Background: an optimization exercise with open tools, aiming at small area and a short achievable clock period. Do not read the settings as production practice.
The RTL was checked by simulation tests, not by an equivalence proof against the original design.
Power is estimated from default activity; no workload was simulated.

## apb_top
module apb_top #(parameter DATA_WIDTH = 32, parameter ADDR_WIDTH = 32) (
    output [DATA_WIDTH-1:0] PRDATA_o,
    input                   PCLK_i,
    input                   PRESETn_i,
    input  [DATA_WIDTH-1:0] PWRDATA_i,
    input  [ADDR_WIDTH-1:0] PADDR_i,
    input                   PWRITE_i,
    input                   PREADY_i,
    input                   EVENT_i
);
==> flow/config.mk <==
export PLATFORM = sky130hd
export DESIGN_NAME = apb_top
export DESIGN_NICKNAME = apb_top
export VERILOG_FILES = /design/flow/design.v
export SDC_FILE = /design/flow/constraint.sdc
export NUM_CORES = 4
export LEC_CHECK = 0
export CAP_MARGIN = 20
export CORE_MARGIN = 2
export CORE_UTILIZATION = 40
export SETUP_SLACK_MARGIN = 2.5
export SLEW_MARGIN = 20
export SYNTH_HIERARCHICAL = 1
==> flow/constraint.sdc <==
create_clock -name core_clock -period 6.0 [get_ports {PCLK_i}]
set_input_delay 1.2000 -clock core_clock [delete_from_list [all_inputs] [get_ports {PCLK_i}]]
set_output_delay 1.2000 -clock core_clock [all_outputs]
set_load 0.01 [all_outputs]
standard.sh (not shown) runs the stock make flow with config.mk's settings and CLKGATE_MAP_FILE= SYNTH_SCRIPT=/design/flow/synth_recipe.tcl, a recipe that flattens the netlist after the stock synthesis.
==> flow/flow/run.sh <==
#!/bin/bash
# Standard synthesis, then the standard ORFS layout with free cell sizing
# (no footprint matching), plain buffers on the ports, and a clock tree of
# mid-size buffers without dummy loads.
set -euo pipefail
bash standard.sh synth > synth.log 2>&1
bash standard.sh MATCH_CELL_FOOTPRINT=0 \
  "BUFFER_PORTS_ARGS=-buffer_cell sky130_fd_sc_hd__buf_2" \
  "CTS_ARGS=-sink_clustering_enable -repair_clock_nets -dont_use_dummy_load -buf_list {sky130_fd_sc_hd__clkbuf_4 sky130_fd_sc_hd__clkbuf_8} -sink_clustering_size 16 -sink_clustering_max_diameter 50" \
  finish > layout.log 2>&1
The baseline ran to the end with no violations.
Then changed:
==> flow/flow/run.sh (replaced) <==
#!/bin/bash
# Standard synthesis, then the standard ORFS layout with free cell sizing
# (no footprint matching) and plain buffers on the ports.
set -euo pipefail
bash standard.sh synth > synth.log 2>&1
bash standard.sh MATCH_CELL_FOOTPRINT=0 \
  "BUFFER_PORTS_ARGS=-buffer_cell sky130_fd_sc_hd__buf_2" \
  finish > layout.log 2>&1
After rerunning: The changed run completed without violations; fmax shrinks by 0.92%; critical path depth does not change; worst setup slack got worse by 44 ps; hold slack improves by 77 ps; wire length rises by about 0.4%; combinational power went down by about 4%; die area does not change; cell area goes up by 4.5%; area after synthesis is unchanged; total power climbs by 28%.
Then changed:
--- a/flow/config.mk
+++ b/flow/config.mk
@@ -10 +10,2 @@
-export CORE_UTILIZATION = 40
+export CORE_UTILIZATION = 65
+export PLACE_DENSITY = 0.72
=> First-iteration DRC count climbs by a quarter to a third. Clock skew is lower by 7.6 ps. Sequential power barely changes.

---

Setup of build 40:
Another version of the RTL of apb_top (not shown whole).
Size: ~1000 flip-flops, about 36000 sq um of cells after synthesis.
Settings: LEC_CHECK=0, CAP_MARGIN=20, CORE_MARGIN=2, CORE_UTILIZATION=55, PLACE_DENSITY=0.65, SETUP_SLACK_MARGIN=1.8, SLEW_MARGIN=20, SYNTH_HIERARCHICAL=1; clock period 6.0 ns.
==> flow/flow/run.sh <==
#!/bin/bash
# Standard synthesis, then the standard ORFS layout with free cell sizing
# (no footprint matching), plain buffers on the ports, and a clock tree of
# mid-size buffers without dummy loads.
set -euo pipefail
bash standard.sh synth > synth.log 2>&1
bash standard.sh MATCH_CELL_FOOTPRINT=0 \
  "BUFFER_PORTS_ARGS=-buffer_cell sky130_fd_sc_hd__buf_2" \
  "CTS_ARGS=-sink_clustering_enable -repair_clock_nets -dont_use_dummy_load -buf_list {sky130_fd_sc_hd__clkbuf_4 sky130_fd_sc_hd__clkbuf_8} -sink_clustering_size 16 -sink_clustering_max_diameter 50" \
  finish > layout.log 2>&1
Edits applied to the flow inputs when going from build 40 to build 85:
Settings: a change of CAP_MARGIN from 20 to 5; a change of SLEW_MARGIN from 20 to 5; a change of SETUP_SLACK_MARGIN from 1.8 to 1.5.
Build 85 reached the end of the flow, and the finished layout is clean on the timing, design-rule and antenna checks.
On proportion of cell area spent on the clock network, build 85 tracks build 40 almost exactly.
In the metrics for build 40 and build 85, the one carrying the lower clock latency on the worst-skew pair is build 85.
Build 85 against build 40: total power now sits lower; number of gates resized after CTS now sits lower.
Lower number of CTS-inserted buffers goes to build 40 over build 85.
Clock slew seen by the registers of the worst setup and hold paths of build 40 is on par with build 85.
Relative to build 40, via count of the first global-routing pass has gone down in build 85.
Going from build 40 to build 85, the global-route wire length before repair was found to have gone down by 2.4%.
On final design instance area without fill: between build 40 and build 85, it ends up lower for build 85.
The inputs of build 20 differ from those of build 85 as listed below.
Settings: changing CAP_MARGIN from 5 to 20; changing SLEW_MARGIN from 5 to 20.
-- flow/flow/run.sh --
<<< build 85, line 9
  "CTS_ARGS=-sink_clustering_enable -repair_clock_nets -dont_use_dummy_load -buf_list {sky130_fd_sc_hd__clkbuf_4 sky130_fd_sc_hd__clkbuf_8} -sink_clustering_size 16 -sink_clustering_max_diameter 50" \
  finish > layout.log 2>&1
>>> build 20, line 9
  "CTS_ARGS=-sink_clustering_enable -repair_clock_nets -dont_use_dummy_load -buf_list {sky130_fd_sc_hd__clkbuf_4 sky130_fd_sc_hd__clkbuf_8} -sink_clustering_size 16 -sink_clustering_max_diameter 50" \
  RECOVER_POWER=30 \
  finish > layout.log 2>&1
Results
Build 20 -> stages 100% | layout checks FAIL | capacitance limit, slew limit. Routed wire length essentially unchanged between build 20 and build 85. Delta (build 20 minus build 85): utilization neither gained nor lost much; met1 wire length shows an increase of 290 um. In the tables for build 85 and build 20, worst setup slack reads higher with build 85. Number of max-slew violations in the final report up 660 in build 20 wrt build 85. The fraction of registers with async set or reset after synthesis of build 85 and that of build 20 are within noise of each other. Per the comparison of build 20 with build 85, cell area comparable, share of final layout cell area taken by clock buffers and inverters comparable, arrival time of data at the critical path endpoint now larger.
Inputs modified between build 20 and build 93:
Settings: GPL_TIMING_DRIVEN now 0, previously not set.
-- flow/flow/run.sh --
<<< build 20, line 9
  "CTS_ARGS=-sink_clustering_enable -repair_clock_nets -dont_use_dummy_load -buf_list {sky130_fd_sc_hd__clkbuf_4 sky130_fd_sc_hd__clkbuf_8} -sink_clustering_size 16 -sink_clustering_max_diameter 50" \
  RECOVER_POWER=30 \
  finish > layout.log 2>&1
>>> build 93, line 9
  "CTS_ARGS=-sink_clustering_enable -repair_clock_nets -dont_use_dummy_load -buf_list {sky130_fd_sc_hd__clkbuf_4 sky130_fd_sc_hd__clkbuf_8} -sink_clustering_size 16 -sink_clustering_max_diameter 50" \
  finish > layout.log 2>&1
Findings:
Build 93 completed end to end with timing, DRC and antenna clean.
Number of filler instances in the final layout (build 93 vs. build 20) decreases by a little under 10%
Relative to build 20, wire length has increased by 8200 um in build 93.
When build 93 is measured against build 20, its count of clock-buffer cells in the layout turns out 1.1% higher.
Summary of build 93 over build 20: post-route cell area went up 2500 sq um; power went up about 0.9%.
The lower maximum operating frequency came out of build 93.
The instance count on the critical path of build 93 falls short of that of build 20 by 2.
Between build 93 and build 20, the number of diodes added for antenna fixing is higher for build 93.
Input changes introduced in build 72 (baseline for comparison: build 93):
Settings: GPL_TIMING_DRIVEN no longer set, was 0; PLACE_DENSITY now 0.72, was 0.65; CORE_UTILIZATION now 62, was 55.
Findings:
Between build 93 and build 72, the flow reports global-route wire length before repair decreasing by a few percent.
Build 72 against build 93: final setup TNS essentially unchanged; placed cell count lower.
Build 72 against build 93: power density of the placed cells rose 12 nW/um^2; footprint of the multi-input gates has decreased.
Input-level comparison between build 66 and build 72:
Settings: changing CORE_UTILIZATION from 62 to 55; changing PLACE_DENSITY from 0.72 to 0.75.
Findings:
Going from build 72 to build 66, the diode insertion count for antenna repair was found to have gone down by 2. The met2 layer usage reported by global route of build 66 falls short of that of build 72 by 7.6 points. Non-clock buffer count in the final layout: build 66 < build 72. Sort build 66 and build 72 by final standard cell utilization of the core, descending, and build 72 comes first. Final net count essentially unchanged between build 66 and build 72. In build 66 relative to build 72, total vias in the final route had gone up slightly. Routed wire length deteriorates in build 66 relative to build 72. Worst-case hold slack: build 66 < build 72. Compared with build 72, build 66 shows clock buffer instance count of the final layout that has gone up by a few percent. Build 66 against build 72: slack of the critical path shrank by 0.0091 ns, placeable core area went up 7600 sq um.

---

onyx:
Starting RTL as in the previous note.
Settings: LEC_CHECK=0, CAP_MARGIN=20, CORE_MARGIN=2, CORE_UTILIZATION=55, PLACE_DENSITY=0.65, SETUP_SLACK_MARGIN=1.6, SLEW_MARGIN=20, SYNTH_HIERARCHICAL=1; clock period 6.0 ns.
==> flow/flow/run.sh <==
#!/bin/bash
# Standard synthesis, then the standard ORFS layout with free cell sizing
# (no footprint matching), plain buffers on the ports, and a clock tree of
# mid-size buffers without dummy loads.
set -euo pipefail
bash standard.sh synth > synth.log 2>&1
bash standard.sh MATCH_CELL_FOOTPRINT=0 \
  "BUFFER_PORTS_ARGS=-buffer_cell sky130_fd_sc_hd__buf_2" \
  "CTS_ARGS=-sink_clustering_enable -repair_clock_nets -dont_use_dummy_load -buf_list {sky130_fd_sc_hd__clkbuf_4 sky130_fd_sc_hd__clkbuf_8} -sink_clustering_size 16 -sink_clustering_max_diameter 50" \
  finish > layout.log 2>&1
What amber does differently from onyx at the input level:
Settings: swapping 1.6 for 1.5 in SETUP_SLACK_MARGIN.
Results
- amber reports a lower first-iteration DRC count than onyx does.
- Relative to onyx, total CTS buffers has gone up in amber.
- Summary of amber over onyx: design area was more or less identical, cell count after placement was more or less identical.
Changes in xenon relative to amber:
diff --git a/flow/flow/run.sh b/flow/flow/run.sh
--- a/flow/flow/run.sh
+++ b/flow/flow/run.sh
@@ -8,3 +8,3 @@
   "BUFFER_PORTS_ARGS=-buffer_cell sky130_fd_sc_hd__buf_2" \
-  "CTS_ARGS=-sink_clustering_enable -repair_clock_nets -dont_use_dummy_load -buf_list {sky130_fd_sc_hd__clkbuf_4 sky130_fd_sc_hd__clkbuf_8} -sink_clustering_size 16 -sink_clustering_max_diameter 50" \
+  "CTS_ARGS=-sink_clustering_enable -repair_clock_nets -dont_use_dummy_load -buf_list {sky130_fd_sc_hd__clkbuf_4 sky130_fd_sc_hd__clkbuf_8} -sink_clustering_buffer sky130_fd_sc_hd__clkbuf_4 -sink_clustering_size 10 -sink_clustering_max_diameter 40" \
   finish > layout.log 2>&1
Findings:
Taking amber as the reference point, the amount of wire on met3 after detailed routing of xenon falls by 0.76%. Count of input and output buffers came out exactly the same in amber and xenon. From amber to xenon, post-synthesis cell area did not move at all. Compared with amber, in xenon count of cell instances traversed by the critical path neither gained nor lost much; hold slack lost 0.077 ns.
Modified inputs, harbor compared to xenon
Settings: putting TNS_END_PERCENT at 5 where nothing was set.
==> flow/flow/run.sh <==
#!/bin/bash
# Standard synthesis, then the standard ORFS layout with free cell sizing
# (no footprint matching), plain buffers on the ports, and a clock tree of
# mid-size buffers without dummy loads.
set -euo pipefail
bash standard.sh synth > synth.log 2>&1
bash standard.sh MATCH_CELL_FOOTPRINT=0 \
  "BUFFER_PORTS_ARGS=-buffer_cell sky130_fd_sc_hd__buf_2" \
  "CTS_ARGS=-sink_clustering_enable -repair_clock_nets -dont_use_dummy_load -buf_list {sky130_fd_sc_hd__clkbuf_4 sky130_fd_sc_hd__clkbuf_8} -sink_clustering_size 16 -sink_clustering_max_diameter 50" \
  finish > layout.log 2>&1
### Flow results
xenon has a higher post-CTS setup buffer count than harbor. Clock power: harbor and xenon compared, lower one is xenon. Measured against each other, harbor and xenon differ in final critical-path required period, the lower figure coming from xenon. The post-layout worst setup margin of harbor was inferior to that of xenon. Compared with xenon, harbor shows fraction of power spent switching nets lower by 0.74 points. Insertion delay to the later sink of the worst-skew pair was lower in harbor than in xenon. When harbor is measured against xenon, its share of final layout cell area taken by clock buffers and inverters turns out 0.39 points higher. Looking at signed area change from the synthesized netlist to the final layout across harbor and xenon, the one that comes out higher is harbor.
diff inputs: harbor => umber
Settings: a deleted TNS_END_PERCENT that had been 5; a change of SETUP_SLACK_MARGIN from 1.5 to 2.5.
==> run notes <==
Per the comparison of umber with harbor, longest individual stage delay on the worst path fell 0.03 ns, aggregate global-route resource usage went up 1.3 points, detailed placer's ending HPWL shows a reduction of 1.0%, antenna diode instance count grew by 1, count of clock-buffer cells in the layout went down.
PADDR_i[3] as the startpoint of the worst setup timing path was reported by umber, and PADDR_i[1] by harbor.

## separate check: timing with driven ports
Ports are ideal in the flow. The routed layouts listed here were re-timed in OpenROAD.
Step 1 sets driving cells, clkbuf_16 on the clock port and buf_2 on the other inputs (assumed; they add their load-dependent delay and slew).
Step 2 moves the port delays by t, midway between the first and last clock arrival at a register: inputs arrive t later, outputs are due t later. That takes back most of the time a late clock gives input paths.
a / b / c = ideal ports / drivers / drivers and shift; a / b = the first two.
run	t (ns)	setup WS [ns]	worst hold slack (ns)	worst data-port slew with drivers (ns)	pins driven straight from the clock port
the first run of note 1	0.802	1.261 / 1.210 / 1.210	0.237 / 0.214 / 0.472	0.09	1
the second run of note 1	0.734	1.218 / 1.166 / 1.166	0.314 / 0.295 / 0.469	0.07	1
the third run of note 1	0.714	1.200 / 1.148 / 1.148	0.334 / 0.290 / 0.471	0.09	1
build 40	0.768	1.535 / 1.501 / 1.501	0.240 / 0.195 / 0.460	0.09	1
build 85	0.768	1.531 / 1.413 / 1.413	0.286 / 0.238 / 0.469	0.13	1
build 20	0.764	1.510 / 1.407 / 1.407	0.319 / 0.274 / 0.469	0.13	1
build 93	0.791	1.428 / 1.307 / 1.307	0.257 / 0.211 / 0.469	0.15	1
build 72	0.758	1.470 / 1.443 / 1.443	0.297 / 0.258 / 0.473	0.11	1
build 66	0.758	1.461 / 1.336 / 1.336	0.245 / 0.213 / 0.465	0.13	1
onyx	0.764	1.519 / 1.459 / 1.459	0.252 / 0.208 / 0.461	0.09	1
amber	0.768	1.531 / 1.413 / 1.413	0.286 / 0.238 / 0.469	0.13	1
xenon	0.825	1.520 / 1.379 / 1.379	0.209 / 0.164 / 0.466	0.13	1
harbor	0.760	1.416 / 1.302 / 1.302	0.290 / 0.246 / 0.470	0.13	1
umber	0.767	1.553 / 1.478 / 1.478	0.240 / 0.197 / 0.460	0.09	1
For xenon, which loses most, drivers alone change the setup slack by -0.141 ns; drivers and shift together by -0.141 ns.
